This design comes from an exercise in tuning for small area on the open sky130 flow, not from production work. RTL that was checked went through simulation tests only; none was proved equivalent to the original. Function not checked in run 2: the RTL went through the layout flow alone. No driver is modelled on the clock port, so clocking that relies on it looks cheaper here than on a real chip. No activity file was given, so power comes from the tool's default toggle rates.

--- flow/flow/run.sh ---
#!/bin/bash
# Layout flow: the standard flow (standard.sh), with two changes:
#  - the clock inverter that synthesis puts in front of the (falling-edge) registers is not
#    cloned next to every register; CTS buffers the inverted clock net instead
#  - ports are buffered with sky130_fd_sc_hd__buf_1
set -euo pipefail
HERE=$(pwd)
export PRE_CTS_TCL="$HERE/flow/pre_cts.tcl"
export BUFFER_PORTS_ARGS="${BUFFER_PORTS_ARGS_OVERRIDE:--buffer_cell sky130_fd_sc_hd__buf_1}"
export CTS_ARGS="-sink_clustering_enable -repair_clock_nets -sink_clustering_size 18 -sink_clustering_max_diameter 50 -buf_list sky130_fd_sc_hd__clkbuf_8 -dont_use_dummy_load"
bash standard.sh > "$HERE/standard_flow.log" 2>&1
--- flow/flow/pre_cts.tcl ---
# Keep the single clock inverter: CTS then builds the tree on the inverted clock net.
proc repair_clock_inverters {args} {
  puts "repair_clock_inverters: skipped by the version's flow"
}
--- flow/standard.sh ---
#!/bin/bash
# synth_recipe.tcl (not shown) runs the flow's synth.tcl, then flattens the netlist and writes it again
# the make line also repeats each setting of config.mk as NAME=value (left out here)
make -C /OpenROAD-flow-scripts/flow DESIGN_CONFIG=/design/flow/config.mk WORK_HOME=/design/flow/orfs CLKGATE_MAP_FILE= SYNTH_SCRIPT=/design/flow/synth_recipe.tcl "${@:-finish}"
--- flow/config.mk ---
export PLATFORM = sky130hd
export DESIGN_NAME = all_modules
export DESIGN_NICKNAME = all_modules
export VERILOG_FILES = /design/flow/design.v
export SDC_FILE = /design/flow/constraint.sdc
export NUM_CORES = 4
export LEC_CHECK = 0
export CAP_MARGIN = 20
export CORE_MARGIN = 2
export CORE_UTILIZATION = 65
export PLACE_DENSITY = 0.75
export SLEW_MARGIN = 20
--- flow/constraint.sdc ---
create_clock -name core_clock -period 10.0 [get_ports {CLK}]
set_input_delay 2.0000 -clock core_clock [delete_from_list [all_inputs] [get_ports {CLK}]]
set_output_delay 2.0000 -clock core_clock [all_outputs]
set_load 0.01 [all_outputs]
--- flow/design.v ---
module all_modules
  (
  input TMBsig,
  input DTMBsig,
  input LAYERsig,
  input DTWHOLEsig,
  input RESET_INsig,
  input SIGM_INsig,
  input ID_INsig,
  input [1:0] XBAR_ADDRsig,
  input [5:0] AXsig,
  input [5:0] AYsig,
  input CEBsig,
  input RSTBsig,
  input WEBsig,
  input CMEBsig,
  input DINsig,
  input [63:0] CM_WLsig,
  input CD_TRANSsig,
  input [1:0] KERNEL_MODEsig,
  input [1:0] inputsig_control,
  input [11:0] inputsig_address,
  input [7:0] inputsig_id,
  input [63:0] inputsig_data_c,
  input [1:0] inputsig_xbar_address,
  input inputsig_data_w,
  input inputsig_flag,
  input [3:0] inputsig_sigmoid_threshold,
  input [1:0] inputsig_kernel_mode, 
  input inputsig_CD_trans,
  input CLK,
  input RESET,
  input [11:0] xb0_DO_CM, xb1_DO_CM, xb2_DO_CM, xb3_DO_CM,
  input xb0_DO_R, xb1_DO_R, xb2_DO_R, xb3_DO_R,
  output xb0_DIN, xb1_DIN, xb2_DIN, xb3_DIN,
  output [5:0] xb0_AX, xb1_AX, xb2_AX, xb3_AX,
  output [5:0] xb0_AY, xb1_AY, xb2_AY, xb3_AY,
  output xb0_WEB, xb1_WEB, xb2_WEB, xb3_WEB,
  output xb0_CMEB, xb1_CMEB, xb2_CMEB, xb3_CMEB,
  output [63:0] xb0_WL_CM, xb1_WL_CM, xb2_WL_CM, xb3_WL_CM,
  output xb0_CEB, xb1_CEB, xb2_CEB, xb3_CEB,
  output xb0_RSTB, xb1_RSTB, xb2_RSTB, xb3_RSTB,
  output reg [11:0] DO_CMpo,
  output reg DO_Rpo,
  output [7:0] output_id_2,
  output [63:0] output_data_c_2,
  output [1:0] output_control_2,
  output [11:0] output_address_2,
  output [1:0] output_xbar_address_2,
  output output_data_w_2,
  output output_data_r_2,
  output output_flag_2, 
  output [3:0] output_sigmoid_threshold_2
);
  localparam [1:0] COMPUTE = 2'b10, WRITE = 2'b01, READ = 2'b11, SLEEP = 2'b00;
  localparam [1:0] ENABLE = 2'b01, DISABLE = 2'b10;
  wire crst = RESET & ~DTMBsig;         
  wire rst  = RESET_INsig | crst;
  reg [6:0] cc;
  always @(negedge CLK)
    if (rst) cc <= 7'd0;
    else     cc <= cc + 7'd1;
  wire cc0 = (cc == 7'd0);
  reg [1:0] ic;
  always @(negedge CLK)
    if (rst) ic <= 2'd0;
    else     ic <= {ic[0], ~(ic[1] | ic[0])};
  wire ic0 = ~(ic[1] | ic[0]);
  wire ic1 = ic[0];
  wire ic2 = ic[1];
  reg [6:0] kc;
  reg kif, kff;
  wire [1:0] kms = DTMBsig ? KERNEL_MODEsig : inputsig_kernel_mode;
  always @(negedge CLK)
    if (rst) kc <= 7'd0;
    else if (kms == 2'b11) kc <= 7'd1;
    else if ((kms == 2'b00 && kc == 7'd8) || (kms == 2'b01 && kc == 7'd32) ||
             (kms == 2'b10 && kc == 7'd127)) kc <= 7'd0;
    else kc <= kc + 7'd1;
  always @(negedge CLK)
    if (rst) begin kif <= 1'b0; kff <= 1'b0; end
    else begin kif <= (kc == 7'd0); kff <= (kc != 7'd0); end
  reg [1:0]  i1_ctl;  reg [11:0] i1_addr; reg i1_w;
  reg [1:0]  i1_xb;   reg [3:0]  i1_sig;  reg i1_flag; reg [7:0] i1_id;
  reg        i1_cd;   reg [1:0]  i1_km;
  wire i1_tst = DTMBsig & ~RESET_INsig;
  wire i1_cpu = ~DTMBsig & ~RESET_INsig & ~RESET;
  wire [32:0] i1_tstv = {WEBsig, CMEBsig, AXsig, AYsig, DINsig, XBAR_ADDRsig, {4{SIGM_INsig}}, 1'b1,
                         7'b0, ID_INsig, CD_TRANSsig, KERNEL_MODEsig};
  wire [32:0] i1_cpuv = {inputsig_control, inputsig_address, inputsig_data_w, inputsig_xbar_address,
                         inputsig_sigmoid_threshold, inputsig_flag, inputsig_id, inputsig_CD_trans,
                         inputsig_kernel_mode};
  always @(negedge CLK)
    if (RESET_INsig | cc0)
      {i1_ctl, i1_addr, i1_w, i1_xb, i1_sig, i1_flag, i1_id, i1_cd, i1_km} <=
        (i1_tstv & {33{i1_tst}}) | (i1_cpuv & {33{i1_cpu}});
  reg [63:0] i1_datn;
  always @(negedge CLK)
    if (RESET_INsig | cc0)
      i1_datn <= ~((CM_WLsig & {64{i1_tst}}) | (inputsig_data_c & {64{i1_cpu}}));
  reg f1_fbf, f1_ifk, f1_ffk;
  reg [63:0] f1_Bn;    
  reg [3:0]  f1_brow;
  wire       a1_pflag;
  wire [63:0] a1_Pn;
  wire [3:0] a1_prow;
  always @(negedge CLK)
    if (rst) begin f1_fbf <= 1'b0; f1_ifk <= 1'b0; f1_ffk <= 1'b0; end
    else begin f1_fbf <= a1_pflag; f1_ifk <= kif; f1_ffk <= kff; end
  always @(negedge CLK) begin f1_Bn <= a1_Pn; f1_brow <= a1_prow; end
  wire FB1 = i1_cd ? f1_ffk : f1_fbf;
  wire IN1 = i1_cd ? f1_ifk : i1_flag;
  reg f1_ccb, f1_pw, f1_nw;
  reg [7:0] f1_nid;
  reg [1:0] f1_pen, f1_nen, f1_nctl, f1_pctl, f1_xctl;
  reg [3:0] f1_nrow;
  reg [63:0] f1_Nn;    
  always @(negedge CLK)
    if (RESET_INsig) begin
      f1_ccb <= 1'b0; f1_pw <= 1'b0; f1_nw <= 1'b0; f1_nid <= 8'd0; f1_pen <= DISABLE; f1_nen <= DISABLE;
      f1_nctl <= SLEEP; f1_nrow <= 4'd0; f1_pctl <= READ; f1_xctl <= READ;
    end else if (TMBsig) begin
      f1_ccb <= 1'b0; f1_nid <= 8'd0; f1_nctl <= SLEEP; f1_nrow <= 4'd0;
      if (XBAR_ADDRsig == 2'b00) begin
        f1_pw <= DINsig; f1_pen <= {CEBsig, RSTBsig}; f1_pctl <= {WEBsig, CMEBsig};
        f1_nw <= 1'b0;   f1_nen <= DISABLE;           f1_xctl <= READ;
      end else if (XBAR_ADDRsig == 2'b01) begin
        f1_pw <= 1'b0;   f1_pen <= DISABLE;           f1_pctl <= READ;
        f1_nw <= DINsig; f1_nen <= {CEBsig, RSTBsig}; f1_xctl <= {WEBsig, CMEBsig};
      end else begin
        f1_pw <= 1'b0;   f1_pen <= DISABLE;           f1_pctl <= READ;
        f1_nw <= 1'b0;   f1_nen <= DISABLE;           f1_xctl <= READ;
      end
    end else if (crst) begin
      f1_ccb <= 1'b0; f1_pw <= 1'b0; f1_nw <= 1'b0; f1_nid <= 8'd0; f1_pen <= DISABLE; f1_nen <= DISABLE;
      f1_nctl <= SLEEP; f1_nrow <= 4'd0; f1_pctl <= READ; f1_xctl <= READ;
    end else begin
      f1_pw <= i1_w; f1_nw <= i1_w;
      if (!FB1) begin
        f1_nrow <= 4'd0;
        if (IN1) begin
          f1_nctl <= i1_ctl;
          case (i1_ctl)
            COMPUTE:
              if (f1_nid != i1_id && !f1_ccb) begin
                f1_ccb <= 1'b1; f1_pen <= DISABLE; f1_nen <= DISABLE; f1_pctl <= READ; f1_xctl <= READ;
              end else if (f1_nid != i1_id) begin
                f1_ccb <= 1'b0; f1_nid <= i1_id; f1_pen <= ENABLE; f1_nen <= ENABLE;
                f1_pctl <= COMPUTE; f1_xctl <= COMPUTE;
              end else
                f1_ccb <= 1'b0;
            READ: begin
              f1_nid <= i1_id; f1_pctl <= READ; f1_xctl <= READ;
              f1_pen <= (i1_xb == 2'b00) ? ENABLE : DISABLE;
              f1_nen <= (i1_xb == 2'b01) ? ENABLE : DISABLE;
            end
            WRITE: begin
              f1_nid <= i1_id;
              f1_pctl <= (i1_xb == 2'b00) ? WRITE : READ;
              f1_xctl <= (i1_xb == 2'b01) ? WRITE : READ;
              f1_pen <= (i1_xb == 2'b00) ? ENABLE : DISABLE;
              f1_nen <= (i1_xb == 2'b01) ? ENABLE : DISABLE;
            end
            default: begin
              f1_pctl <= READ; f1_xctl <= READ; f1_pen <= DISABLE; f1_nen <= DISABLE;
            end
          endcase
        end else begin
          f1_nctl <= SLEEP; f1_pen <= DISABLE; f1_nen <= DISABLE; f1_pctl <= READ; f1_xctl <= READ;
        end
      end else begin
        f1_nctl <= COMPUTE; f1_pctl <= COMPUTE; f1_xctl <= COMPUTE;
        if (f1_ccb) begin
          f1_pen <= ENABLE; f1_nen <= ENABLE; f1_nrow <= f1_brow; f1_ccb <= 1'b0;
        end else if (f1_nrow != f1_brow) begin
          f1_pen <= DISABLE; f1_nen <= DISABLE; f1_ccb <= 1'b1;
        end else begin
          f1_pen <= ENABLE; f1_nen <= ENABLE; f1_ccb <= 1'b0;
        end
      end
    end
  wire [63:0] f1_m = ~((f1_Bn & {64{FB1}}) | (i1_datn & {64{~FB1}}));
  wire f1_nz = RESET_INsig | TMBsig | crst;
  always @(negedge CLK)
    if (f1_nz | FB1 | IN1) f1_Nn <= ~(f1_m & {64{~f1_nz}});
  reg [63:0] f1_Dn;    
  reg f1_dzp, f1_dzn;
  always @(negedge CLK) f1_Dn <= ~((CM_WLsig & {64{TMBsig}}) | (f1_m & {64{~TMBsig}}));
  always @(negedge CLK)
    if (RESET_INsig) begin f1_dzp <= 1'b1; f1_dzn <= 1'b1; end
    else if (TMBsig) begin f1_dzp <= (XBAR_ADDRsig != 2'b00); f1_dzn <= (XBAR_ADDRsig != 2'b01); end
    else begin f1_dzp <= crst; f1_dzn <= crst; end
  reg [7:0] f1_Ah;    
  reg [3:0] f1_Am;    
  reg f1_zhp, f1_zhn, f1_zmp, f1_zmn;
  always @(negedge CLK)
    if (RESET_INsig) begin
      f1_zhp <= 1'b1; f1_zhn <= 1'b1; f1_zmp <= 1'b1; f1_zmn <= 1'b1;
    end else if (TMBsig) begin
      {f1_Ah[7:2], f1_Am, f1_Ah[1:0]} <= {AXsig, AYsig};
      f1_zhp <= (XBAR_ADDRsig != 2'b00); f1_zmp <= (XBAR_ADDRsig != 2'b00);
      f1_zhn <= (XBAR_ADDRsig != 2'b01); f1_zmn <= (XBAR_ADDRsig != 2'b01);
    end else if (crst) begin
      f1_zhp <= 1'b1; f1_zhn <= 1'b1; f1_zmp <= 1'b1; f1_zmn <= 1'b1;
    end else if (FB1) begin
      f1_Am <= f1_brow; f1_zmp <= 1'b0; f1_zmn <= 1'b0;
    end else if (!IN1 || i1_ctl == READ || i1_ctl == WRITE) begin
      {f1_Ah[7:2], f1_Am, f1_Ah[1:0]} <= i1_addr;
      f1_zhp <= 1'b0; f1_zhn <= 1'b0; f1_zmp <= 1'b0; f1_zmn <= 1'b0;
    end else if (i1_ctl == COMPUTE) begin
      f1_zmp <= 1'b1; f1_zmn <= 1'b1;
    end
  wire [11:0] f1_paddr = {f1_Ah[7:2] & {6{~f1_zhp}}, f1_Am & {4{~f1_zmp}}, f1_Ah[1:0] & {2{~f1_zhp}}};
  wire [11:0] f1_naddr = {f1_Ah[7:2] & {6{~f1_zhn}}, f1_Am & {4{~f1_zmn}}, f1_Ah[1:0] & {2{~f1_zhn}}};
  reg [11:0] f1_nad; reg f1_ndw; reg [1:0] f1_nxb; reg [3:0] f1_nsig; reg f1_ncd; reg [1:0] f1_nkm;
  always @(negedge CLK)
    if (rst | IN1)
      {f1_nad, f1_ndw, f1_nxb, f1_nsig, f1_ncd, f1_nkm} <=
        {i1_addr, i1_w, i1_xb, i1_sig, i1_cd, i1_km} & {22{~rst}};
  function sigm;
    input [2:0] p, n;
    input [3:0] t;
    reg [3:0] s;
    begin
      s = {1'b0, p} - {1'b0, n};
      case ({s[3], t[3]})
        2'b00: sigm = (s[2:0] >= t[2:0]);
        2'b01: sigm = 1'b1;
        2'b11: sigm = (s[2:0] < t[2:0]);
        default: sigm = 1'b0;
      endcase
    end
  endfunction
  reg [1:0] a1_fctl; reg [63:0] a1_Fn; reg [1:0] a1_fxb; reg [3:0] a1_frow;
  reg a1_sr; reg [7:0] a1_fid; reg a1_fcd; reg [1:0] a1_fkm;
  always @(negedge CLK)
    if (rst) begin a1_fctl <= SLEEP; a1_fxb <= 2'd0; a1_fid <= 8'd0; end
    else begin a1_fctl <= f1_nctl; a1_fxb <= f1_nxb; a1_fid <= f1_nid; end
  always @(negedge CLK) begin
    a1_Fn <= f1_Nn; a1_frow <= f1_nrow; a1_fcd <= f1_ncd; a1_fkm <= f1_nkm;
    a1_sr <= (f1_nxb == 2'b00) ? xb0_DO_R : xb1_DO_R;
  end
  reg [3:0] a1_q0p, a1_q0n, a1_q2p, a1_q2n;
  wire [3:0] a1_R;
  genvar g;
  generate for (g = 0; g < 4; g = g + 1) begin : a1_col
    assign a1_R[g] = sigm({a1_q2p[g], xb0_DO_CM[g], a1_q0p[g]}, {a1_q2n[g], xb1_DO_CM[g], a1_q0n[g]}, f1_nsig);
  end endgenerate
  always @(negedge CLK) begin
    a1_q0p <= ic1 ? a1_R : xb0_DO_CM[3:0];
    a1_q0n <= xb1_DO_CM[3:0];
  end
  always @(negedge CLK)
    if (rst) begin a1_q2p <= 4'd0; a1_q2n <= 4'd0; end
    else if (ic2) begin a1_q2p <= xb0_DO_CM[3:0]; a1_q2n <= xb1_DO_CM[3:0]; end
  wire [3:0] a1_res = a1_q0p;     
  reg [3:0] a1_nowrow, a1_prow_r; reg a1_pflag_r, a1_oflag;
  reg [7:0] a1_oid;
  wire a1_done = (a1_oid == a1_fid) && (a1_frow == 4'd0) && a1_oflag;
  wire a1_new  = ((a1_frow != a1_nowrow) && (a1_nowrow != 4'hF)) || (a1_oid != a1_fid);
  always @(negedge CLK)
    if (rst) begin
      a1_nowrow <= 4'd0; a1_pflag_r <= 1'b0; a1_prow_r <= 4'd0; a1_oflag <= 1'b0;
    end else if (a1_fctl == COMPUTE) begin
      if (a1_done) begin
        a1_nowrow <= 4'd0; a1_pflag_r <= 1'b0; a1_prow_r <= 4'd0; a1_oflag <= 1'b1;
      end else if (a1_new) begin
        a1_nowrow <= a1_frow; a1_prow_r <= a1_frow; a1_pflag_r <= 1'b1; a1_oflag <= 1'b0;
      end else if (ic0) begin
        a1_nowrow <= a1_frow; a1_prow_r <= a1_frow; a1_pflag_r <= 1'b1; a1_oflag <= 1'b0;
      end else if (ic2) begin
        a1_nowrow <= a1_frow;
        if (a1_frow == 4'hF) begin a1_oflag <= 1'b1; a1_pflag_r <= 1'b0; a1_prow_r <= 4'd0; end
        else begin a1_oflag <= 1'b0; a1_pflag_r <= 1'b1; a1_prow_r <= a1_frow + 4'd1; end
      end
    end else begin
      a1_pflag_r <= 1'b0; a1_prow_r <= 4'd0;
      if (a1_fctl == READ || a1_fctl == WRITE) a1_oflag <= 1'b1;
    end
  assign a1_pflag = a1_pflag_r;
  assign a1_prow  = a1_prow_r;
  reg [255:0] a1_rf;
  reg [5:0] a1_rfi;
  always @(negedge CLK)
    if (rst) a1_rfi <= 6'd0;
    else if (ic2) a1_rfi <= a1_rfi + 6'd1;
  genvar e;
  generate for (e = 0; e < 64; e = e + 1) begin : a1_rfe
    always @(negedge CLK)
      if (rst || (ic2 && a1_rfi == e)) a1_rf[4*e+3:4*e] <= a1_res & {4{~rst}};
  end endgenerate
  wire [67:0]  a1_p32 = a1_rf[67:0] | a1_rf[99:32];
  wire [79:0]  a1_q64 = a1_rf[79:0] | a1_rf[143:64];
  wire [63:0]  a1_r64 = a1_rf[191:128] | a1_rf[255:192];
  wire [63:0]  a1_pool = (a1_fkm == 2'b00) ? (a1_p32[63:0] | a1_p32[67:4]) :
                         (a1_fkm == 2'b01) ? (a1_q64[63:0] | a1_q64[79:16]) :
                                             (a1_q64[63:0] | a1_r64);
  reg [1:0] a1_octl; reg [1:0] a1_oxb; reg a1_or;
  reg [63:0] a1_O, a1_Pr;   
  wire a1_wr = (a1_fctl == COMPUTE) && !a1_done && a1_new && ic2;
  always @(negedge CLK)
    if (rst) begin
      a1_oid <= 8'd0; a1_octl <= SLEEP; a1_oxb <= 2'd0; a1_or <= 1'b0;
    end else begin
      a1_oid <= a1_fid; a1_octl <= a1_fctl; a1_oxb <= a1_fxb;
      if (a1_fctl == READ && !a1_fxb[1]) a1_or <= a1_sr;
    end
  wire a1_oc1 = a1_fcd & ~rst;
  wire a1_oc2 = ~a1_fcd & ~rst;
  generate for (e = 0; e < 16; e = e + 1) begin : a1_og
    wire en = rst | (a1_wr & (a1_fcd ? (a1_fkm != 2'b11) : (a1_frow == e)));
    always @(negedge CLK)
      if (en) a1_O[4*e+3:4*e] <= (a1_pool[4*e+3:4*e] & {4{a1_oc1}}) | (a1_res & {4{a1_oc2}});
  end endgenerate
  always @(negedge CLK) a1_Pr <= a1_Fn;
  assign a1_Pn = a1_Pr;
  reg [11:0] s_addr; reg s_w; reg [3:0] s_sig;
  always @(negedge CLK)
    if (rst | (cc == 7'd126)) {s_addr, s_w, s_sig} <= {f1_nad, f1_ndw, f1_nsig} & {17{~rst}};
  reg [1:0]  i2_ctl;  reg [11:0] i2_addr; reg i2_w; reg i2_r;
  reg [1:0]  i2_xb;   reg [3:0]  i2_sig;  reg i2_flag; reg [7:0] i2_id;
  wire i2_tst = DTMBsig & ~DTWHOLEsig & LAYERsig & ~rst;
  wire i2_lay = ~(DTMBsig & ~DTWHOLEsig & LAYERsig) & ~rst;
  wire [29:0] i2_tstv = {WEBsig, CMEBsig, AXsig, AYsig, DINsig, XBAR_ADDRsig, {4{SIGM_INsig}}, 1'b1,
                         7'b0, ID_INsig};
  wire [29:0] i2_layv = {a1_octl, s_addr, s_w, a1_oxb, s_sig, a1_oflag, a1_oid};
  always @(negedge CLK)
    if (rst | cc0)
      {i2_ctl, i2_addr, i2_w, i2_xb, i2_sig, i2_flag, i2_id} <=
        (i2_tstv & {30{i2_tst}}) | (i2_layv & {30{i2_lay}});
  always @(negedge CLK)
    if (rst | (cc0 & ~(DTMBsig & ~DTWHOLEsig & LAYERsig))) i2_r <= a1_or & ~rst;
  reg [63:0] i2_datn;
  always @(negedge CLK)
    if (rst | cc0)
      i2_datn <= ~((CM_WLsig & {64{i2_tst}}) | (a1_O & {64{i2_lay}}));
  reg f2_fbf;
  reg [63:0] f2_Bn;
  reg [3:0]  f2_brow;
  wire       a2_pflag;
  wire [63:0] a2_Pn;
  wire [3:0] a2_prow;
  always @(negedge CLK)
    if (rst) f2_fbf <= 1'b0;
    else f2_fbf <= a2_pflag;
  always @(negedge CLK) begin f2_Bn <= a2_Pn; f2_brow <= a2_prow; end
  wire FB2 = f2_fbf;
  wire IN2 = i2_flag;
  reg f2_ccb, f2_pw, f2_nw;
  reg [7:0] f2_nid;
  reg [1:0] f2_pen, f2_nen, f2_nctl, f2_pctl, f2_xctl;
  reg [3:0] f2_nrow;
  reg [63:0] f2_Nn;
  always @(negedge CLK)
    if (RESET_INsig) begin
      f2_ccb <= 1'b0; f2_pw <= 1'b0; f2_nw <= 1'b0; f2_nid <= 8'd0; f2_pen <= DISABLE; f2_nen <= DISABLE;
      f2_nctl <= SLEEP; f2_nrow <= 4'd0; f2_pctl <= READ; f2_xctl <= READ;
    end else if (TMBsig) begin
      f2_ccb <= 1'b0; f2_nid <= 8'd0; f2_nctl <= SLEEP; f2_nrow <= 4'd0;
      if (XBAR_ADDRsig == 2'b10) begin
        f2_pw <= DINsig; f2_pen <= {CEBsig, RSTBsig}; f2_pctl <= {WEBsig, CMEBsig};
        f2_nw <= 1'b0;   f2_nen <= DISABLE;           f2_xctl <= READ;
      end else if (XBAR_ADDRsig == 2'b11) begin
        f2_pw <= 1'b0;   f2_pen <= DISABLE;           f2_pctl <= READ;
        f2_nw <= DINsig; f2_nen <= {CEBsig, RSTBsig}; f2_xctl <= {WEBsig, CMEBsig};
      end else begin
        f2_pw <= 1'b0;   f2_pen <= DISABLE;           f2_pctl <= READ;
        f2_nw <= 1'b0;   f2_nen <= DISABLE;           f2_xctl <= READ;
      end
    end else if (crst) begin
      f2_ccb <= 1'b0; f2_pw <= 1'b0; f2_nw <= 1'b0; f2_nid <= 8'd0; f2_pen <= DISABLE; f2_nen <= DISABLE;
      f2_nctl <= SLEEP; f2_nrow <= 4'd0; f2_pctl <= READ; f2_xctl <= READ;
    end else begin
      f2_pw <= i2_w; f2_nw <= i2_w;
      if (!FB2) begin
        f2_nrow <= 4'd0;
        if (IN2) begin
          f2_nctl <= i2_ctl;
          case (i2_ctl)
            COMPUTE:
              if (f2_nid != i2_id && !f2_ccb) begin
                f2_ccb <= 1'b1; f2_pen <= DISABLE; f2_nen <= DISABLE; f2_pctl <= READ; f2_xctl <= READ;
              end else if (f2_nid != i2_id) begin
                f2_ccb <= 1'b0; f2_nid <= i2_id; f2_pen <= ENABLE; f2_nen <= ENABLE;
                f2_pctl <= COMPUTE; f2_xctl <= COMPUTE;
              end else
                f2_ccb <= 1'b0;
            READ: begin
              f2_nid <= i2_id; f2_pctl <= READ; f2_xctl <= READ;
              f2_pen <= (i2_xb == 2'b10) ? ENABLE : DISABLE;
              f2_nen <= (i2_xb == 2'b11) ? ENABLE : DISABLE;
            end
            WRITE: begin
              f2_nid <= i2_id;
              f2_pctl <= (i2_xb == 2'b10) ? WRITE : READ;
              f2_xctl <= (i2_xb == 2'b11) ? WRITE : READ;
              f2_pen <= (i2_xb == 2'b10) ? ENABLE : DISABLE;
              f2_nen <= (i2_xb == 2'b11) ? ENABLE : DISABLE;
            end
            default: begin
              f2_pctl <= READ; f2_xctl <= READ; f2_pen <= DISABLE; f2_nen <= DISABLE;
            end
          endcase
        end else begin
          f2_nctl <= SLEEP; f2_pen <= DISABLE; f2_nen <= DISABLE; f2_pctl <= READ; f2_xctl <= READ;
        end
      end else begin
        f2_nctl <= COMPUTE; f2_pctl <= COMPUTE; f2_xctl <= COMPUTE;
        if (f2_ccb) begin
          f2_pen <= ENABLE; f2_nen <= ENABLE; f2_nrow <= f2_brow; f2_ccb <= 1'b0;
        end else if (f2_nrow != f2_brow) begin
          f2_pen <= DISABLE; f2_nen <= DISABLE; f2_ccb <= 1'b1;
        end else begin
          f2_pen <= ENABLE; f2_nen <= ENABLE; f2_ccb <= 1'b0;
        end
      end
    end
  wire [63:0] f2_m = ~((f2_Bn & {64{FB2}}) | (i2_datn & {64{~FB2}}));
  wire f2_nz = RESET_INsig | TMBsig | crst;
  always @(negedge CLK)
    if (f2_nz | FB2 | IN2) f2_Nn <= ~(f2_m & {64{~f2_nz}});
  reg [63:0] f2_Dn;    
  reg f2_dzp, f2_dzn;
  always @(negedge CLK) f2_Dn <= ~((CM_WLsig & {64{TMBsig}}) | (f2_m & {64{~TMBsig}}));
  always @(negedge CLK)
    if (RESET_INsig) begin f2_dzp <= 1'b1; f2_dzn <= 1'b1; end
    else if (TMBsig) begin f2_dzp <= (XBAR_ADDRsig != 2'b10); f2_dzn <= (XBAR_ADDRsig != 2'b11); end
    else begin f2_dzp <= crst; f2_dzn <= crst; end
  reg [7:0] f2_Ah;
  reg [3:0] f2_Am;
  reg f2_zhp, f2_zhn, f2_zmp, f2_zmn;
  always @(negedge CLK)
    if (RESET_INsig) begin
      f2_zhp <= 1'b1; f2_zhn <= 1'b1; f2_zmp <= 1'b1; f2_zmn <= 1'b1;
    end else if (TMBsig) begin
      {f2_Ah[7:2], f2_Am, f2_Ah[1:0]} <= {AXsig, AYsig};
      f2_zhp <= (XBAR_ADDRsig != 2'b10); f2_zmp <= (XBAR_ADDRsig != 2'b10);
      f2_zhn <= (XBAR_ADDRsig != 2'b11); f2_zmn <= (XBAR_ADDRsig != 2'b11);
    end else if (crst) begin
      f2_zhp <= 1'b1; f2_zhn <= 1'b1; f2_zmp <= 1'b1; f2_zmn <= 1'b1;
    end else if (FB2) begin
      f2_Am <= f2_brow; f2_zmp <= 1'b0; f2_zmn <= 1'b0;
    end else if (!IN2 || i2_ctl == READ || i2_ctl == WRITE) begin
      {f2_Ah[7:2], f2_Am, f2_Ah[1:0]} <= i2_addr;
      f2_zhp <= 1'b0; f2_zhn <= 1'b0; f2_zmp <= 1'b0; f2_zmn <= 1'b0;
    end else if (i2_ctl == COMPUTE) begin
      f2_zmp <= 1'b1; f2_zmn <= 1'b1;
    end
  wire [11:0] f2_paddr = {f2_Ah[7:2] & {6{~f2_zhp}}, f2_Am & {4{~f2_zmp}}, f2_Ah[1:0] & {2{~f2_zhp}}};
  wire [11:0] f2_naddr = {f2_Ah[7:2] & {6{~f2_zhn}}, f2_Am & {4{~f2_zmn}}, f2_Ah[1:0] & {2{~f2_zhn}}};
  reg [11:0] f2_nad; reg f2_ndw; reg [1:0] f2_nxb; reg [3:0] f2_nsig; reg f2_ndr;
  always @(negedge CLK)
    if (rst | IN2)
      {f2_nad, f2_ndw, f2_nxb, f2_nsig, f2_ndr} <= {i2_addr, i2_w, i2_xb, i2_sig, i2_r} & {20{~rst}};
  reg [1:0] a2_fctl; reg [63:0] a2_Fn; reg [3:0] a2_frow;
  reg a2_sr; reg [7:0] a2_fid;
  always @(negedge CLK)
    if (rst) begin
      a2_fctl <= SLEEP; a2_fid <= 8'd0;
    end else begin
      a2_fctl <= f2_nctl; a2_fid <= f2_nid;
    end
  reg [11:0] a2_old_ad; reg a2_old_w; reg [1:0] a2_old_xb; reg [3:0] a2_old_sig;
  always @(negedge CLK)
    if (cc == 7'd1) begin
      a2_old_ad <= f2_nad; a2_old_w <= f2_ndw; a2_old_xb <= f2_nxb; a2_old_sig <= f2_nsig;
    end
  wire cc23 = (cc[6:1] == 6'd1);
  always @(negedge CLK) begin
    a2_Fn <= f2_Nn; a2_frow <= f2_nrow;
    a2_sr <= (f2_nxb == 2'b10) ? xb2_DO_R : (f2_nxb == 2'b11) ? xb3_DO_R : f2_ndr;
  end
  reg [3:0] a2_q0p, a2_q0n, a2_q2p, a2_q2n;
  wire [3:0] a2_R;
  generate for (g = 0; g < 4; g = g + 1) begin : a2_col
    assign a2_R[g] = sigm({a2_q2p[g], xb2_DO_CM[g], a2_q0p[g]}, {a2_q2n[g], xb3_DO_CM[g], a2_q0n[g]}, f2_nsig);
  end endgenerate
  always @(negedge CLK) begin
    a2_q0p <= ic1 ? a2_R : xb2_DO_CM[3:0];
    a2_q0n <= xb3_DO_CM[3:0];
  end
  always @(negedge CLK)
    if (rst) begin a2_q2p <= 4'd0; a2_q2n <= 4'd0; end
    else if (ic2) begin a2_q2p <= xb2_DO_CM[3:0]; a2_q2n <= xb3_DO_CM[3:0]; end
  wire [3:0] a2_res = a2_q0p;
  reg [3:0] a2_nowrow, a2_prow_r; reg a2_pflag_r, a2_oflag;
  reg [7:0] a2_oid;
  wire a2_done = (a2_oid == a2_fid) && (a2_frow == 4'd0) && a2_oflag;
  wire a2_new  = ((a2_frow != a2_nowrow) && (a2_nowrow != 4'hF)) || (a2_oid != a2_fid);
  always @(negedge CLK)
    if (rst) begin
      a2_nowrow <= 4'd0; a2_pflag_r <= 1'b0; a2_prow_r <= 4'd0; a2_oflag <= 1'b0;
    end else if (a2_fctl == COMPUTE) begin
      if (a2_done) begin
        a2_nowrow <= 4'd0; a2_pflag_r <= 1'b0; a2_prow_r <= 4'd0; a2_oflag <= 1'b1;
      end else if (a2_new) begin
        a2_nowrow <= a2_frow; a2_prow_r <= a2_frow; a2_pflag_r <= 1'b1; a2_oflag <= 1'b0;
      end else if (ic0) begin
        a2_nowrow <= a2_frow; a2_prow_r <= a2_frow; a2_pflag_r <= 1'b1; a2_oflag <= 1'b0;
      end else if (ic2) begin
        a2_nowrow <= a2_frow;
        if (a2_frow == 4'hF) begin a2_oflag <= 1'b1; a2_pflag_r <= 1'b0; a2_prow_r <= 4'd0; end
        else begin a2_oflag <= 1'b0; a2_pflag_r <= 1'b1; a2_prow_r <= a2_frow + 4'd1; end
      end
    end else begin
      a2_pflag_r <= 1'b0; a2_prow_r <= 4'd0;
      if (a2_fctl == READ || a2_fctl == WRITE) a2_oflag <= 1'b1;
    end
  assign a2_pflag = a2_pflag_r;
  assign a2_prow  = a2_prow_r;
  reg [1:0] a2_octl; reg a2_or;
  reg [63:0] a2_O, a2_Pr;
  wire a2_wr = (a2_fctl == COMPUTE) && !a2_done && a2_new && ic2;
  always @(negedge CLK)
    if (rst) begin
      a2_oid <= 8'd0; a2_octl <= SLEEP; a2_or <= 1'b0;
    end else begin
      a2_oid <= a2_fid; a2_octl <= a2_fctl;
      if (a2_fctl == READ) a2_or <= a2_sr;
    end
  generate for (e = 0; e < 16; e = e + 1) begin : a2_og
    always @(negedge CLK)
      if (rst | (a2_wr & (a2_frow == e))) a2_O[4*e+3:4*e] <= a2_res & {4{~rst}};
  end endgenerate
  always @(negedge CLK) a2_Pr <= a2_Fn;
  assign a2_Pn = a2_Pr;
  always @(negedge CLK)
    if (TMBsig) begin
      case (XBAR_ADDRsig)
        2'b00: begin DO_Rpo <= xb0_DO_R; DO_CMpo <= xb0_DO_CM; end
        2'b01: begin DO_Rpo <= xb1_DO_R; DO_CMpo <= xb1_DO_CM; end
        2'b10: begin DO_Rpo <= xb2_DO_R; DO_CMpo <= xb2_DO_CM; end
        default: begin DO_Rpo <= xb3_DO_R; DO_CMpo <= xb3_DO_CM; end
      endcase
    end else if (DTMBsig) begin
      if (!LAYERsig && !DTWHOLEsig) begin
        DO_Rpo <= a1_or; DO_CMpo <= {a1_oid[0], a1_O[10:0]};
      end else begin
        DO_Rpo <= a2_or; DO_CMpo <= {a2_oid[0], a2_O[10:0]};
      end
    end
  assign xb0_DIN = f1_pw;            assign xb1_DIN = f1_nw;
  assign xb0_AX = f1_paddr[11:6];    assign xb1_AX = f1_naddr[11:6];
  assign xb0_AY = f1_paddr[5:0];     assign xb1_AY = f1_naddr[5:0];
  assign xb0_WEB = f1_pctl[1];       assign xb1_WEB = f1_xctl[1];
  assign xb0_CMEB = f1_pctl[0];      assign xb1_CMEB = f1_xctl[0];
  assign xb0_WL_CM = ~(f1_Dn | {64{f1_dzp}});
  assign xb1_WL_CM = ~(f1_Dn | {64{f1_dzn}});
  assign xb0_CEB = f1_pen[1];        assign xb1_CEB = f1_nen[1];
  assign xb0_RSTB = f1_pen[0];       assign xb1_RSTB = f1_nen[0];
  assign xb2_DIN = f2_pw;            assign xb3_DIN = f2_nw;
  assign xb2_AX = f2_paddr[11:6];    assign xb3_AX = f2_naddr[11:6];
  assign xb2_AY = f2_paddr[5:0];     assign xb3_AY = f2_naddr[5:0];
  assign xb2_WEB = f2_pctl[1];       assign xb3_WEB = f2_xctl[1];
  assign xb2_CMEB = f2_pctl[0];      assign xb3_CMEB = f2_xctl[0];
  assign xb2_WL_CM = ~(f2_Dn | {64{f2_dzp}});
  assign xb3_WL_CM = ~(f2_Dn | {64{f2_dzn}});
  assign xb2_CEB = f2_pen[1];        assign xb3_CEB = f2_nen[1];
  assign xb2_RSTB = f2_pen[0];       assign xb3_RSTB = f2_nen[0];
  assign output_id_2 = a2_oid;
  assign output_data_c_2 = a2_O;
  assign output_control_2 = a2_octl;
  assign output_address_2 = cc23 ? a2_old_ad : f2_nad;
  assign output_xbar_address_2 = cc23 ? a2_old_xb : f2_nxb;
  assign output_data_w_2 = cc23 ? a2_old_w : f2_ndw;
  assign output_data_r_2 = a2_or;
  assign output_flag_2 = a2_oflag;
  assign output_sigmoid_threshold_2 = cc23 ? a2_old_sig : f2_nsig;
endmodule
==> impl_results.md, run 1 <==
- Status: timing/DRC/antenna clean
- Worst Reg2Reg Path Length in Cells: 7
- Die Y: 298 um
- Peak VDD IR: 139 uV
- Skew-Pair Late Insertion Delay: 1.17 ns
- Setup TNS: 0 ns
- Post-synth EDFFs: 819
- Max Cap Viol: 0
- CTS clk-pin slew, worst paths: 0.10 ns
- Ports: 676
- Post-synthesis sequential area ratio: 69.7%
- Syn Inst Count: 4384
- Asr flop ratio synth: 0%
- Synthesized area: 0.0560 mm2
- Measured slew at the worst slew-check pin: 1.11 ns
- Hold slack: 0.279 ns
- # clock sinks: 1540
- CTS tree: yes
- Leakage: 21.9 nW
- Yosys Warn Count: 1
- Worst hold path depth: 0
- Syn Nets: 4710
- Vias in the first global route: 36100
- Commonest cells after routing, fill and taps aside: 819 x edfxtp_1, 712 x dfxtp_1, 672 x buf_1, 475 x nor2_1, 222 x a21oi_1
- Drt via density: 6.21
- Worst Slack Setup Final: 0.119 ns
- Clock skew: 0.0746 ns
- Worst path max stage delay: 0.54 ns
- Placed cells: 6024
- DR WL/cell: 24.9 um
- Final Non-Filler Cells: 6153
- Worst Path Max Fanout: 19
- Synth cell types: 69
- RSZ-0062 raised after global routing: no
- # setup viols final: 0
- Crit-path cells: or4_4, nor2_4, nand2_4, buf_12, mux2_2, buf_2
- Post-Route WL: 153000 um
- Slew HR: 26.1%
- Antenna viol nets, final: 0
- Commonest non-fill, non-tap cell in the layout: edfxtp_1
- TritonCTS Buffers: 118
- Largest net degree at the start of global routing: 125
- PD cells: 187 mW/mm2
- First-pass GRT wire length: 226000 um
- # port buffers: 675
- CP top delay family: simple AND/OR/NAND/NOR gates
- Routed vias: 38200
- Core area: 0.0853 mm2
- Initial drt markers: 4873
- Worst path buffer plus inverter count: 2
- Die X: 298 um
- Final Max Tran Viols: 0
- Crit. End Element: output pin
- Router iterations before antenna repair: 10
- FP Rows: 107
- Synthesized flop and latch total: 1540
- Ys flop type: edfxtp_1
- Stages on worst setup path: 6
- Worst Setup Start Kind: flop
- GRT overflow: 0
- Worst EP required: 8.00 ns
- Final HPWL DP: 109000 um
- Area delta synth->final: 9.88%
- Dpl ws: 0.731 ns
- Syn avg cell area: 12.8 um2
- Share of layout cells above drive strength 1: 5.66%
- DRC viols: 0
- Initial antenna violation count: 12
- Initial Util: 65.7%
- Worst Path Arrival: 7.88 ns
- Routability Congestion: 1.03
- Die ar.: 0.0885 mm2
- Slowest cell on crit path: or4_4
- Layout Nets: 5327
- Class of the worst hold path: reg -> reg
- Gr usage total: 33.9%
- Crit path kind: reg -> out
- Fillers: 5857
- Hold Violations, Final: 0
final cells by class:
cell class / instances / area (um2) / share of cell area, %
Sequential cell: 1540 / 39000 / 63.4
Timing Repair Buffer: 753 / 3290 / 5.34
Clock buffer: 118 / 1620 / 2.64
Multi-Input combinational cell: 2496 / 15800 / 25.6
Tap cell: 1144 / 1430 / 2.33
Antenna cell: 10 / 25.0 / 0.0407
Inverter: 92 / 350 / 0.569
sequential cells by signal, indices dropped and copies added (netlist names), 64 cells and up:
name	count
a1_Fn	64
a1_O	64
a1_Pr	64
a1_rf	256
a2_Fn	64
a2_O	64
a2_Pr	64
f1_Bn	64
f1_Dn	64
f1_Nn	64
f2_Bn	64
f2_Dn	64
f2_Nn	64
i1_datn	64
i2_datn	64
cell usage after synthesis (all sizes together), types with 12 or more instances:
master / n / area share (%)
buf: 59 / 0.46
nor3: 173 / 1.5
mux2i: 185 / 3.3
nor2: 484 / 3.2
and3: 103 / 1.2
edfxtp: 819 / 44
a21o: 27 / 0.36
clkbuf: 197 / 1.3
a211o: 63 / 0.99
dfxtp: 721 / 26
a22oi: 135 / 1.8
a22o: 42 / 0.66
and2: 19 / 0.21
xnor2: 27 / 0.42
nor2b: 130 / 1.5
o21ai: 178 / 1.6
mux2: 22 / 0.44
ha: 74 / 1.7
inv: 91 / 0.61
mux4: 13 / 0.52
a21oi: 222 / 2.0
nand3: 55 / 0.49
o31ai: 59 / 0.79
nor4: 18 / 0.20
or3: 39 / 0.44
a211oi: 67 / 0.90
a31oi: 12 / 0.13
xor2: 42 / 0.66
nand2: 209 / 1.4
report_power, final:
part | internal [W] | leakage (nW) | switching, W
clock | 0.00105 | 0.854 | 0.00186
combinational | 0.000385 | 7.09 | 0.000799
sequential | 0.00713 | 14.0 | 0.000296
total | 0.00857 | 21.9 | 0.00295
timing repair:
action                                  in CTS  in global routing
endpoints found under the setup margin      19                  0
hold buffers                                 0                  0
gates resized for setup                      7                  0
setup buffers                                1                  0
metal layers:
metal	up-vias	share of wire [%]	track usage [%]
met3	390	10	6.71
met4	10	4.3	14.1
li1	17000	-	-
met1	18500	40	47.9
met5	-	0.046	0
met2	2266	46	51.8
path summary, 6_finish.rpt:
kind,from,to,slack [ns]
worst min-delay path,a2_Pr[57]$_DFF_N_,f2_Bn[57]$_DFF_N_,0.28
worst max-delay path,cc[4]$_SDFF_NP0_,output_address_2[5],0.12
worst min register to register,a2_Pr[57]$_DFF_N_,f2_Bn[57]$_DFF_N_,0.28
worst max register to register,a1_fkm[1]$_DFF_N_,a1_O[52]$_DFFE_NP_,6.97
metrics by stage:
stage,area (um2),total power [W],utilization (%)
6_report,61500,0.0115,72.2
5_1_grt,61500,0.0119,72.2
4_1_cts,61500,0.0115,72.1
3_5_place_dp,59800,0.00964,70.2
3_3_place_gp,59800,0.00960,70.2
2_1_floorplan,56000,0.00904,-
cell families (layout without fill, tap and decap cells):
kind of cell | after synthesis | in the layout | synth area share [%]
other cells | 0 | 10 | 0
compound gates | 848 | 848 | 9.90
flops | 1540 | 1540 | 69.7
simple gates | 1277 | 1277 | 10.7
fa+ha+maj | 82 | 82 | 1.94
buf+inv | 348 | 963 | 2.40
xor+xnor | 69 | 69 | 1.08
mux | 220 | 220 | 4.27
==> inputs of run 2 (changes only) <==
--- a/flow/design.v
+++ b/flow/design.v
@@ -61,4 +61,6 @@
     if (rst) cc <= 7'd0;
-    else     cc <= cc + 7'd1;
+    else     cc <= {cc[5:0], cc[6] ^ cc[5] ^ (cc[5:0] == 6'd0)};
   wire cc0 = (cc == 7'd0);
+  wire cc3 = (cc == 7'd4);
+  wire cc126 = (cc == 7'd96);
   reg [1:0] ic;
@@ -76,5 +78,5 @@
     else if (kms == 2'b11) kc <= 7'd1;
-    else if ((kms == 2'b00 && kc == 7'd8) || (kms == 2'b01 && kc == 7'd32) ||
-             (kms == 2'b10 && kc == 7'd127)) kc <= 7'd0;
-    else kc <= kc + 7'd1;
+    else if ((kms == 2'b00 && kc == 7'd3) || (kms == 2'b01 && kc == 7'd11) ||
+             (kms == 2'b10 && kc == 7'd64)) kc <= 7'd0;
+    else kc <= {kc[5:0], kc[6] ^ kc[5] ^ (kc[5:0] == 6'd0)};
   always @(negedge CLK)
@@ -281,2 +283,15 @@
   assign a1_prow  = a1_prow_r;
+  function integer dbs6;
+    input integer k;
+    integer i, st, fb;
+    begin
+      st = 0;
+      for (i = 0; i < k; i = i + 1) begin
+        fb = ((st >> 5) ^ (st >> 4)) & 1;
+        if ((st & 31) == 0) fb = fb ^ 1;
+        st = ((st << 1) | fb) & 63;
+      end
+      dbs6 = st;
+    end
+  endfunction
   reg [255:0] a1_rf;
@@ -285,3 +300,3 @@
     if (rst) a1_rfi <= 6'd0;
-    else if (ic2) a1_rfi <= a1_rfi + 6'd1;
+    else if (ic2) a1_rfi <= {a1_rfi[4:0], a1_rfi[5] ^ a1_rfi[4] ^ (a1_rfi[4:0] == 5'd0)};
   genvar e;
@@ -289,3 +304,3 @@
     always @(negedge CLK)
-      if (rst || (ic2 && a1_rfi == e)) a1_rf[4*e+3:4*e] <= a1_res & {4{~rst}};
+      if (rst || (ic2 && a1_rfi == dbs6(e))) a1_rf[4*e+3:4*e] <= a1_res & {4{~rst}};
   end endgenerate
@@ -318,3 +333,3 @@
   always @(negedge CLK)
-    if (rst | (cc == 7'd126)) {s_addr, s_w, s_sig} <= {f1_nad, f1_ndw, f1_nsig} & {17{~rst}};
+    if (rst | cc126) {s_addr, s_w, s_sig} <= {f1_nad, f1_ndw, f1_nsig} & {17{~rst}};
   reg [1:0]  i2_ctl;  reg [11:0] i2_addr; reg i2_w; reg i2_r;
@@ -450,6 +465,6 @@
   wire [11:0] f2_naddr = {f2_Ah[7:2] & {6{~f2_zhn}}, f2_Am & {4{~f2_zmn}}, f2_Ah[1:0] & {2{~f2_zhn}}};
-  reg [11:0] f2_nad; reg f2_ndw; reg [1:0] f2_nxb; reg [3:0] f2_nsig; reg f2_ndr;
+  reg [1:0] f2_nxb; reg [3:0] f2_nsig; reg f2_ndr;
   always @(negedge CLK)
     if (rst | IN2)
-      {f2_nad, f2_ndw, f2_nxb, f2_nsig, f2_ndr} <= {i2_addr, i2_w, i2_xb, i2_sig, i2_r} & {20{~rst}};
+      {f2_nxb, f2_nsig, f2_ndr} <= {i2_xb, i2_sig, i2_r} & {7{~rst}};
   reg [1:0] a2_fctl; reg [63:0] a2_Fn; reg [3:0] a2_frow;
@@ -462,8 +477,6 @@
     end
-  reg [11:0] a2_old_ad; reg a2_old_w; reg [1:0] a2_old_xb; reg [3:0] a2_old_sig;
+  reg [11:0] a2_oad; reg a2_ow; reg [1:0] a2_oxb; reg [3:0] a2_osig;
   always @(negedge CLK)
-    if (cc == 7'd1) begin
-      a2_old_ad <= f2_nad; a2_old_w <= f2_ndw; a2_old_xb <= f2_nxb; a2_old_sig <= f2_nsig;
-    end
-  wire cc23 = (cc[6:1] == 6'd1);
+    if (rst | (cc3 & IN2))
+      {a2_oad, a2_ow, a2_oxb, a2_osig} <= {i2_addr, i2_w, i2_xb, i2_sig} & {19{~rst}};
   always @(negedge CLK) begin
@@ -562,8 +575,8 @@
   assign output_control_2 = a2_octl;
-  assign output_address_2 = cc23 ? a2_old_ad : f2_nad;
-  assign output_xbar_address_2 = cc23 ? a2_old_xb : f2_nxb;
-  assign output_data_w_2 = cc23 ? a2_old_w : f2_ndw;
+  assign output_address_2 = a2_oad;
+  assign output_xbar_address_2 = a2_oxb;
+  assign output_data_w_2 = a2_ow;
   assign output_data_r_2 = a2_or;
   assign output_flag_2 = a2_oflag;
-  assign output_sigmoid_threshold_2 = cc23 ? a2_old_sig : f2_nsig;
+  assign output_sigmoid_threshold_2 = a2_osig;
 endmodule
==> impl_results.md, run 2 <==
- Synth cell types: 69
- Core area: 0.0849 mm2
- Biggest register: a1_rf
- Worst Setup Start Kind: flop
- Leakage: 21.4 nW
- Antenna viol nets, final: 0
- Layout Nets: 5267
- Commonest cells after routing, fill and taps aside: 806 x edfxtp_1, 714 x dfxtp_1, 671 x buf_1, 466 x nor2_1, 201 x mux2i_1
- Worst Slack Setup Final: 0.267 ns
- Finished Core Util: 72.1%
- Reg2reg setup slack: 6.67 ns
- Worst path buffer plus inverter count: 2
- Status: timing/DRC/antenna clean
- Measured slew at the worst slew-check pin: 1.04 ns
- GRT overflow: 0
- Dpl ws: 0.732 ns
- PD cells: 190 mW/mm2
- Syn Nets: 4625
- Largest net degree at the start of global routing: 149
- Worst R2R Start: a1_fkm[1]$_DFF_N_
- Post-synth top area share: 43.7%
- Initial drt markers: 4360
- Worst Path Arrival: 7.73 ns
- Router iterations before antenna repair: 8
- Die X: 296 um
- CTS tree: yes
- Slew HR: 30.2%
- Worst Path Max Fanout: 40
- Worst hold path depth: 0
- Post-Route WL: 155000 um
- Share of layout cells above drive strength 1: 6.07%
- Synthesized flop and latch total: 1527
- Worst hold path endpoint: a2_Pr[60]$_DFF_N_
- Post-synth EDFFs: 806
- Number of flip-flops in the largest register: 256
- Reg2reg end: a1_O[59]$_DFFE_NP_
- Placed cells: 5958
- Area delta synth->final: 10.4%
- Final Max Tran Viols: 0
- FP Rows: 107
- Routability Congestion: 1.01
- Post-synth top cells: 806 x edfxtp_1, 721 x dfxtp_1, 473 x nor2_1
- Drt via density: 6.17
- Worst Reg2Reg Path Length in Cells: 7
- Asr flop ratio synth: 0%
- Syn avg cell area: 12.9 um2
- Die Y: 296 um
- Slowest cell on crit path: dfxtp_2
- RSZ-0062 raised after global routing: no
- Hold Violations, Final: 0
- Die ar.: 0.0876 mm2
- DRC viols: 0
- Syn Inst Count: 4305
- Yosys Warn Count: 1
- Ports: 676
- Crit. End Element: output pin
- Crit path kind: reg -> out
- Crit-path cells: buf_4, nor2_1, buf_1
- Final Non-Filler Cells: 6094
- Max Cap Viol: 0
- CTS clk-pin slew, worst paths: 0.11 ns
- CP top delay family: flip-flops
- First-pass GRT wire length: 223000 um
- TritonCTS Buffers: 131
- # port buffers: 675
- Final HPWL DP: 111000 um
- Overall Power: 0.0116 W
- DR WL/cell: 25.5 um
- Initial antenna violation count: 9
- Routed vias: 37600
- Peak VDD IR: 136 uV
- Vias in the first global route: 35100
- Worst EP required: 8.00 ns
- Class of the worst hold path: reg -> reg
- Largest cells by area after synthesis: edfxtp_1 44%, dfxtp_1 26%, mux2i_1 3.6%
- Post-synthesis sequential area ratio: 69.7%
- # setup viols final: 0
- Most common cell in the netlist: edfxtp_1
- Skew-Pair Late Insertion Delay: 1.23 ns
- Cell taking the most area after synthesis: edfxtp_1
- Ys flop type: edfxtp_1
- Initial Util: 65.3%
- Commonest non-fill, non-tap cell in the layout: edfxtp_1
- Clock skew: 0.102 ns
- Gr usage total: 34.8%
- # clock sinks: 1527
- Synthesized area: 0.0554 mm2
- Hold Startpoint: a2_Fn[60]$_DFF_N_
- Worst path max stage delay: 0.92 ns
## run 2: worst max path at each step
stage,startpoint,end,slack [ns],depth (start not counted)
floorplan,RESET_INsig,i2_r$_DFFE_NP_,-0.06,4
global placement,RESET_INsig,a1_nowrow[1]$_SDFFE_NP0P_,0.83,6
detailed placement,TMBsig,f1_Ah[4]$_DFFE_NP_,0.73,5
CTS,f2_dzn$_SDFF_NP1_,xb3_WL_CM[24],0.03,3
global route,f1_dzp$_SDFF_NP1_,xb0_WL_CM[13],0.14,3
finish,f1_dzp$_SDFF_NP1_,xb0_WL_CM[13],0.27,3
## run 2: cell families after synthesis
| family | share of synthesized area (%) |
|---|---|
| simple gates | 10.9 |
| xor+xnor | 0.917 |
| buf+inv | 2.26 |
| mux | 4.24 |
| compound gates | 10.1 |
| flops | 69.7 |
| fa+ha+maj | 1.82 |
## run 2: repair_timing
action                                  4_1_cts  5_1_grt
hold buffers                                  0        0
endpoints found under the setup margin        0        4
buffers inserted                              0        0
gates resized for setup                       0        2
## run 2: per-stage QoR
stage	hold WS (ns)	instance area, um2	TNS [ns]
after global routing	0.282	61200	0
final	0.275	61200	0
after global placement	0.310	59400	0
after CTS	0.278	61200	0
after floorplan	0.310	55400	-0.0594
after detailed placement	0.312	59400	0
## run 2: worst reg2reg max path: stages, from the launching register on
cell,delay (ns)
dfxtp_2,0.33
buf_4,0.56
nand2b_1,0.67
buf_4,0.57
nor3_1,0.14
o21ai_0,0.36
o31ai_1,0.29
o21ai_0,0.22
## run 2: power by group
part | switching [W] | internal (W)
combinational | 0.000807 | 0.000379
sequential | 0.000281 | 0.00707
clock | 0.00189 | 0.00117
## run 2: cell type report
cell class                 count  area [um2]
clock buffer                 131        1800
antenna                        5        12.5
sequential                  1527       38700
timing repair buffer         758        3340
inverter                      77         292
multi-input combinational   2452       15700
fill                        5875       23700
tap                         1144        1430
## run 2: per-layer routing
metal	vias up	GRT usage, %	routed length, um
met2	2127	52.7	70000
met3	409	8.29	16100
met5	-	0	60
li1	16700	-	-
met4	10	14.5	6820
met1	18300	48.7	62300
==> inputs of run 3 (changes only) <==
--- a/flow/design.v
+++ b/flow/design.v
@@ -306,2 +306,4 @@
   end endgenerate
+  wire a1_oc1 = a1_fcd & ~rst;
+  wire a1_oc2 = ~a1_fcd & ~rst;
   wire [67:0]  a1_p32 = a1_rf[67:0] | a1_rf[99:32];
@@ -309,5 +311,8 @@
   wire [63:0]  a1_r64 = a1_rf[191:128] | a1_rf[255:192];
-  wire [63:0]  a1_pool = (a1_fkm == 2'b00) ? (a1_p32[63:0] | a1_p32[67:4]) :
-                         (a1_fkm == 2'b01) ? (a1_q64[63:0] | a1_q64[79:16]) :
-                                             (a1_q64[63:0] | a1_r64);
+  wire a1_k0 = a1_oc1 & (a1_fkm == 2'b00);
+  wire a1_k1 = a1_oc1 & (a1_fkm == 2'b01);
+  wire a1_k2 = a1_oc1 & a1_fkm[1];
+  wire [63:0]  a1_pool = ({64{a1_k0}} & (a1_p32[63:0] | a1_p32[67:4])) |
+                         ({64{a1_k1}} & (a1_q64[63:0] | a1_q64[79:16])) |
+                         ({64{a1_k2}} & (a1_q64[63:0] | a1_r64));
   reg [1:0] a1_octl; reg [1:0] a1_oxb; reg a1_or;
@@ -322,4 +327,2 @@
     end
-  wire a1_oc1 = a1_fcd & ~rst;
-  wire a1_oc2 = ~a1_fcd & ~rst;
   generate for (e = 0; e < 16; e = e + 1) begin : a1_og
@@ -327,3 +330,3 @@
     always @(negedge CLK)
-      if (en) a1_O[4*e+3:4*e] <= (a1_pool[4*e+3:4*e] & {4{a1_oc1}}) | (a1_res & {4{a1_oc2}});
+      if (en) a1_O[4*e+3:4*e] <= a1_pool[4*e+3:4*e] | (a1_res & {4{a1_oc2}});
   end endgenerate
--- a/flow/config.mk
+++ b/flow/config.mk
@@ -7,3 +7,3 @@
 export LEC_CHECK = 0
-export CAP_MARGIN = 20
+export CAP_MARGIN = 5
 export CORE_MARGIN = 2
@@ -11,2 +11,2 @@
 export PLACE_DENSITY = 0.75
-export SLEW_MARGIN = 20
+export SLEW_MARGIN = 5
==> impl_results.md, run 3 <==
- Status: timing/DRC/antenna clean
- Syn avg cell area: 13.2 um2
- Leakage: 21.2 nW
- Peak VDD IR: 186 uV
- Area delta synth->final: 10.1%
- Initial Util: 65.8%
- Crit path kind: reg -> out
- # clock sinks: 1527
- CTS clk-pin slew, worst paths: 0.10 ns
- Die X: 296 um
- Worst path max stage delay: 0.85 ns
- Initial drt markers: 4185
- Post-CTS Resized: 0
- Fillers: 5680
- Most common cell in the netlist: edfxtp_1
- Syn Inst Count: 4202
- Post-DP Area: 0.0592 mm2
- Post-layout instance area: 0.0608 mm2
- Final Non-Filler Cells: 5960
- Die Y: 296 um
- Reg2reg setup slack: 6.77 ns
- Post-synth top cells: 806 x edfxtp_1, 721 x dfxtp_1, 412 x nor2_1
- Commonest cells after routing, fill and taps aside: 806 x edfxtp_1, 715 x dfxtp_1, 672 x buf_1, 406 x nor2_1, 219 x a21oi_1
- CP top delay family: flip-flops
- DR WL/cell: 26.2 um
- Final Max Tran Viols: 0
- Worst Setup Start Kind: flop
- Area occupied by multi-input gates: 0.0155 mm2
- Post-CTS Setup Bufs: 0
- Stages on worst setup path: 3
- Crit-path cells: buf_4, nor2_1, buf_1
- Die ar.: 0.0874 mm2
- Biggest register: a1_rf
- Ports: 676
- Hold Buf Count CTS: 0
- Cell taking the most area after synthesis: edfxtp_1
- CP Launch Point: f2_dzn$_SDFF_NP1_
- CTS tree: yes
- Synth cell types: 73
- Largest net degree at the start of global routing: 133
- Worst Path Arrival: 7.72 ns
- Routed vias: 37300
- Gr usage total: 34.8%
- Post-synthesis sequential area ratio: 69.9%
- Worst Path Max Fanout: 34
- # setup viols final: 0
- Worst path buffer plus inverter count: 2
- Post-synth top area share: 43.8%
- Synthesized area: 0.0553 mm2
- DRC viols: 0
- Slew HR: 15.2%
- Largest cells by area after synthesis: edfxtp_1 44%, dfxtp_1 26%, mux2i_1 3.6%
- Post-Route WL: 156000 um
- PD cells: 187 mW/mm2
- Ys flop type: edfxtp_1
- Post-synth EDFFs: 806
- Crit. End Element: output pin
- Worst R2R Start: a1_frow[0]$_DFF_N_
- Router iterations before antenna repair: 8
- Antenna viol nets, final: 0
- Placed cells: 5832
- Drt via density: 6.27
- Reg2reg end: a1_O[7]$_DFFE_NP_
- TritonCTS Buffers: 120
- Max Cap Viol: 0
- Finished Core Util: 72.5%
- GRT overflow: 0
- Capture point of the worst path: xb3_WL_CM[43]
- First-pass GRT wire length: 222000 um
- Core area: 0.0840 mm2
- Asr flop ratio synth: 0%
- Final HPWL DP: 111000 um
- Synthesized flop and latch total: 1527
- Register area: 0.0386 mm2
- Yosys Warn Count: 1
- Hold Violations, Final: 0
- Class of the worst hold path: reg -> reg
- Syn Nets: 4522
- Layout Nets: 5140
- FP Rows: 106
- Clock skew: 0.0761 ns
- Slowest cell on crit path: dfxtp_2
- Share of layout cells above drive strength 1: 5.19%
- Initial antenna violation count: 19
- Commonest non-fill, non-tap cell in the layout: edfxtp_1
- Skew-Pair Late Insertion Delay: 1.17 ns
- Worst EP required: 8.00 ns
- Worst Reg2Reg Path Length in Cells: 6
- Measured slew at the worst slew-check pin: 1.27 ns
- # port buffers: 675
- RSZ-0062 raised after global routing: no
- Routability Congestion: 0.968
- Number of flip-flops in the largest register: 256
- Vias in the first global route: 34200
[run 3: cell types whose count changed after synthesis, moves of 16 or more]
| cell | delta |
|---|---|
| nor3_1 | -140 |
| o41ai_1 | +129 |
| or4_1 | +63 |
| nand3_1 | +62 |
| nor2_1 | -61 |
| a21oi_1 | +54 |
| o31ai_1 | -49 |
| o21ai_0 | -43 |
| or3_1 | -28 |
| clkbuf_1 | -19 |
| nand3b_1 | -16 |
[run 3: how the worst min path moves through the flow]
stage                           start           endpoint  slack, ns  cells past startpoint
floorplan            a1_Fn[0]$_DFF_N_   a1_Pr[0]$_DFF_N_       0.31                      0
global placement     a1_Pr[0]$_DFF_N_   f1_Bn[0]$_DFF_N_       0.31                      0
detailed placement  a1_Fn[19]$_DFF_N_  a1_Pr[19]$_DFF_N_       0.31                      0
CTS                 a2_Fn[53]$_DFF_N_  a2_Pr[53]$_DFF_N_       0.29                      0
global route        a2_Fn[53]$_DFF_N_  a2_Pr[53]$_DFF_N_       0.28                      0
finish              a2_Fn[53]$_DFF_N_  a2_Pr[53]$_DFF_N_       0.29                      0
[run 3: metal layers]
layer / wire [um] / global-route usage, %
met4: 5970 / 13.7
met5: 132 / 0
met1: 62100 / 48.5
met2: 71800 / 53.9
met3: 15900 / 7.70
[run 3: cells by family after synthesis]
kind of cell / share of synthesized area, %
xor+xnor: 0.933
mux: 4.16
buf+inv: 2.27
simple gates: 9.87
compound gates: 11.0
flops: 69.9
fa+ha+maj: 1.83
[run 3: where the power goes]
| group | switching, W | internal, W |
|---|---|---|
| Clock | 0.00185 | 0.00106 |
| Sequential | 0.000351 | 0.00707 |
| Combinational | 0.000704 | 0.000349 |
| Total | 0.00291 | 0.00849 |
[run 3: final cells by class]
type | instances | share of cell area, %
Multi-Input combinational cell | 2348 | 25.5
Clock buffer | 120 | 2.71
Timing Repair Buffer | 737 | 5.33
Tap cell | 1134 | 2.33
Antenna cell | 8 | 0.0329
Sequential cell | 1527 | 63.5
Inverter | 86 | 0.535
[run 3: per-stage QoR]
| step | setup TNS (ns) | hold WS (ns) | worst slack, ns | power (W) |
|---|---|---|---|---|
| finish | 0 | 0.291 | 0.277 | 0.0114 |
| global route | 0 | 0.283 | 0.124 | 0.0117 |
| CTS | 0 | 0.288 | 0.167 | 0.0114 |
| detailed placement | 0 | 0.312 | 0.735 | 0.00949 |
| global placement | 0 | 0.310 | 0.749 | 0.00947 |
| floorplan | -0.129 | 0.310 | -0.129 | 0.00890 |
==> inputs of run 4 (changes only) <==
--- a/flow/config.mk
+++ b/flow/config.mk
@@ -7,3 +7,3 @@
 export LEC_CHECK = 0
-export CAP_MARGIN = 5
+export CAP_MARGIN = 0
 export CORE_MARGIN = 2
@@ -11,2 +11,2 @@
 export PLACE_DENSITY = 0.75
-export SLEW_MARGIN = 5
+export SLEW_MARGIN = 0
==> impl_results.md, run 4 <==
- CTS clk-pin slew, worst paths: 0.10 ns
- Post-CTS Resized: 0
- Cell taking the most area after synthesis: edfxtp_1
- Worst path buffer plus inverter count: 2
- # clock sinks: 1527
- # setup viols final: 0
- Most common cell in the netlist: edfxtp_1
- Hold Buf Count CTS: 0
- Status: timing/DRC/antenna clean
- RSZ-0062 raised after global routing: no
- Area occupied by multi-input gates: 0.0155 mm2
- Stages on worst setup path: 3
- Synthesized area: 0.0553 mm2
- DRC viols: 0
- Commonest non-fill, non-tap cell in the layout: edfxtp_1
- Asr flop ratio synth: 0%
- CP top delay family: flip-flops
- Max Cap Viol: 0
- Post-synth EDFFs: 806
- Router iterations before antenna repair: 8
- Hold Startpoint: a2_Fn[53]$_DFF_N_
- CTS tree: yes
- Peak VDD IR: 186 uV
- Syn avg cell area: 13.2 um2
- Final Non-Filler Cells: 5960
- Post-synthesis sequential area ratio: 69.9%
- Slew HR: 15.2%
- Ports: 676
- Worst path max stage delay: 0.85 ns
- Area delta synth->final: 10.1%
- Hold Violations, Final: 0
- Post-CTS Setup Bufs: 0
- FP Rows: 106
- Post-layout instance area: 0.0608 mm2
- Initial Util: 65.8%
- # port buffers: 675
- Worst Path Arrival: 7.72 ns
- TritonCTS Buffers: 120
- Initial drt markers: 4185
- Gr usage total: 34.8%
- Crit. End Element: output pin
- Die ar.: 0.0874 mm2
- Worst EP required: 8.00 ns
- Crit-path cells: buf_4, nor2_1, buf_1
- Vias in the first global route: 34200
- Worst Reg2Reg Path Length in Cells: 6
- Antenna viol nets, final: 0
- Post-synth top cells: 806 x edfxtp_1, 721 x dfxtp_1, 412 x nor2_1
- Hold slack: 0.291 ns
- Finished Core Util: 72.5%
- Commonest cells after routing, fill and taps aside: 806 x edfxtp_1, 715 x dfxtp_1, 672 x buf_1, 406 x nor2_1, 219 x a21oi_1
- Layout Nets: 5140
- Worst Path Max Fanout: 34
- Number of flip-flops in the largest register: 256
- Drt via density: 6.27
- Measured slew at the worst slew-check pin: 1.27 ns
- Syn Nets: 4522
- Post-synth top area share: 43.8%
- First-pass GRT wire length: 222000 um
- Post-Route WL: 156000 um
- Final HPWL DP: 111000 um
- Class of the worst hold path: reg -> reg
- Crit path kind: reg -> out
- Core area: 0.0840 mm2
- Leakage: 21.2 nW
- Initial antenna violation count: 19
- Largest cells by area after synthesis: edfxtp_1 44%, dfxtp_1 26%, mux2i_1 3.6%
- CP Launch Point: f2_dzn$_SDFF_NP1_
- Fillers: 5680
- Die Y: 296 um
- Worst Setup Start Kind: flop
- Routability Congestion: 0.968
- Post-DP Area: 0.0592 mm2
- Placed cells: 5832
- Synthesized flop and latch total: 1527
- Biggest register: a1_rf
- Routed vias: 37300
- Share of layout cells above drive strength 1: 5.19%
- Clock skew: 0.0761 ns
- Worst hold path depth: 0
- Register area: 0.0386 mm2
- GRT overflow: 0
- DR WL/cell: 26.2 um
- Yosys Warn Count: 1
- Die X: 296 um
- Skew-Pair Late Insertion Delay: 1.17 ns
- Synth cell types: 73
- Syn Inst Count: 4202
- PD cells: 187 mW/mm2
- Worst R2R Start: a1_frow[0]$_DFF_N_
- Ys flop type: edfxtp_1
- Slowest cell on crit path: dfxtp_2
- Final Max Tran Viols: 0
- Largest net degree at the start of global routing: 133
==> run 4: cell counts in the layout (fill, tap and decap cells not counted) <==
No cell type changed its count.
==> run 4: area by class of cell <==
cell class	instances	share of cell area, %
sequential	1527	63.5
multi-input combinational	2348	25.5
timing repair buffer	737	5.33
clock buffer	120	2.71
tap	1134	2.33
inverter	86	0.535
antenna	8	0.0329
==> run 4: metal layers <==
metal	GRT usage [%]	part of all wire (%)	up-vias
met1	48.5	40	18100
met5	0	0.085	-
met3	7.70	10	379
li1	-	-	16600
met4	13.7	3.8	20
met2	53.9	46	2209
==> run 4: worst reg2reg max path, cell delays in order (launching register included) <==
cell       delay [ns]
dfxtp_1          0.52
inv_1            0.13
ha_1             0.28
nand3_1          0.19
nor2b_1          0.15
o2111ai_1        0.43
o21ai_0          1.10
==> run 4: worst paths after layout <==
| path | slack (ns) | end |
|---|---|---|
| setup / recovery | 0.28 | xb3_WL_CM[43] |
| hold / removal | 0.29 | a2_Pr[53]$_DFF_N_ |
| setup reg to reg | 6.77 | a1_O[7]$_DFFE_NP_ |
| hold reg to reg | 0.29 | a2_Pr[53]$_DFF_N_ |
==> run 4: cells by family (layout without fill, tap and decap cells) <==
family,Yosys count,after routing,share of synthesized area [%]
DFF,1527,1527,69.9
and+or+nand+nor,1116,1116,9.87
AOI/OAI and AO/OA,885,885,11.0
buffers and inverters,327,943,2.27
muxes,213,213,4.16
adders and majority gates,76,76,1.83
xor gates and xnor gates,58,58,0.933
other,0,8,0
==> run 4: report_power, final <==
| group | leakage (nW) | switching [W] | internal (W) |
|---|---|---|---|
| combinational | 6.48 | 0.000704 | 0.000349 |
| clock | 0.868 | 0.00185 | 0.00106 |
| sequential | 13.9 | 0.000351 | 0.00707 |
| total | 21.2 | 0.00291 | 0.00849 |
==> run 4: stage by stage <==
step	setup TNS [ns]	setup WS (ns)	power, W
floorplan	-0.129	-0.129	0.00890
global placement	0	0.749	0.00947
detailed placement	0	0.735	0.00949
CTS	0	0.167	0.0114
global route	0	0.124	0.0117
finish	0	0.277	0.0114
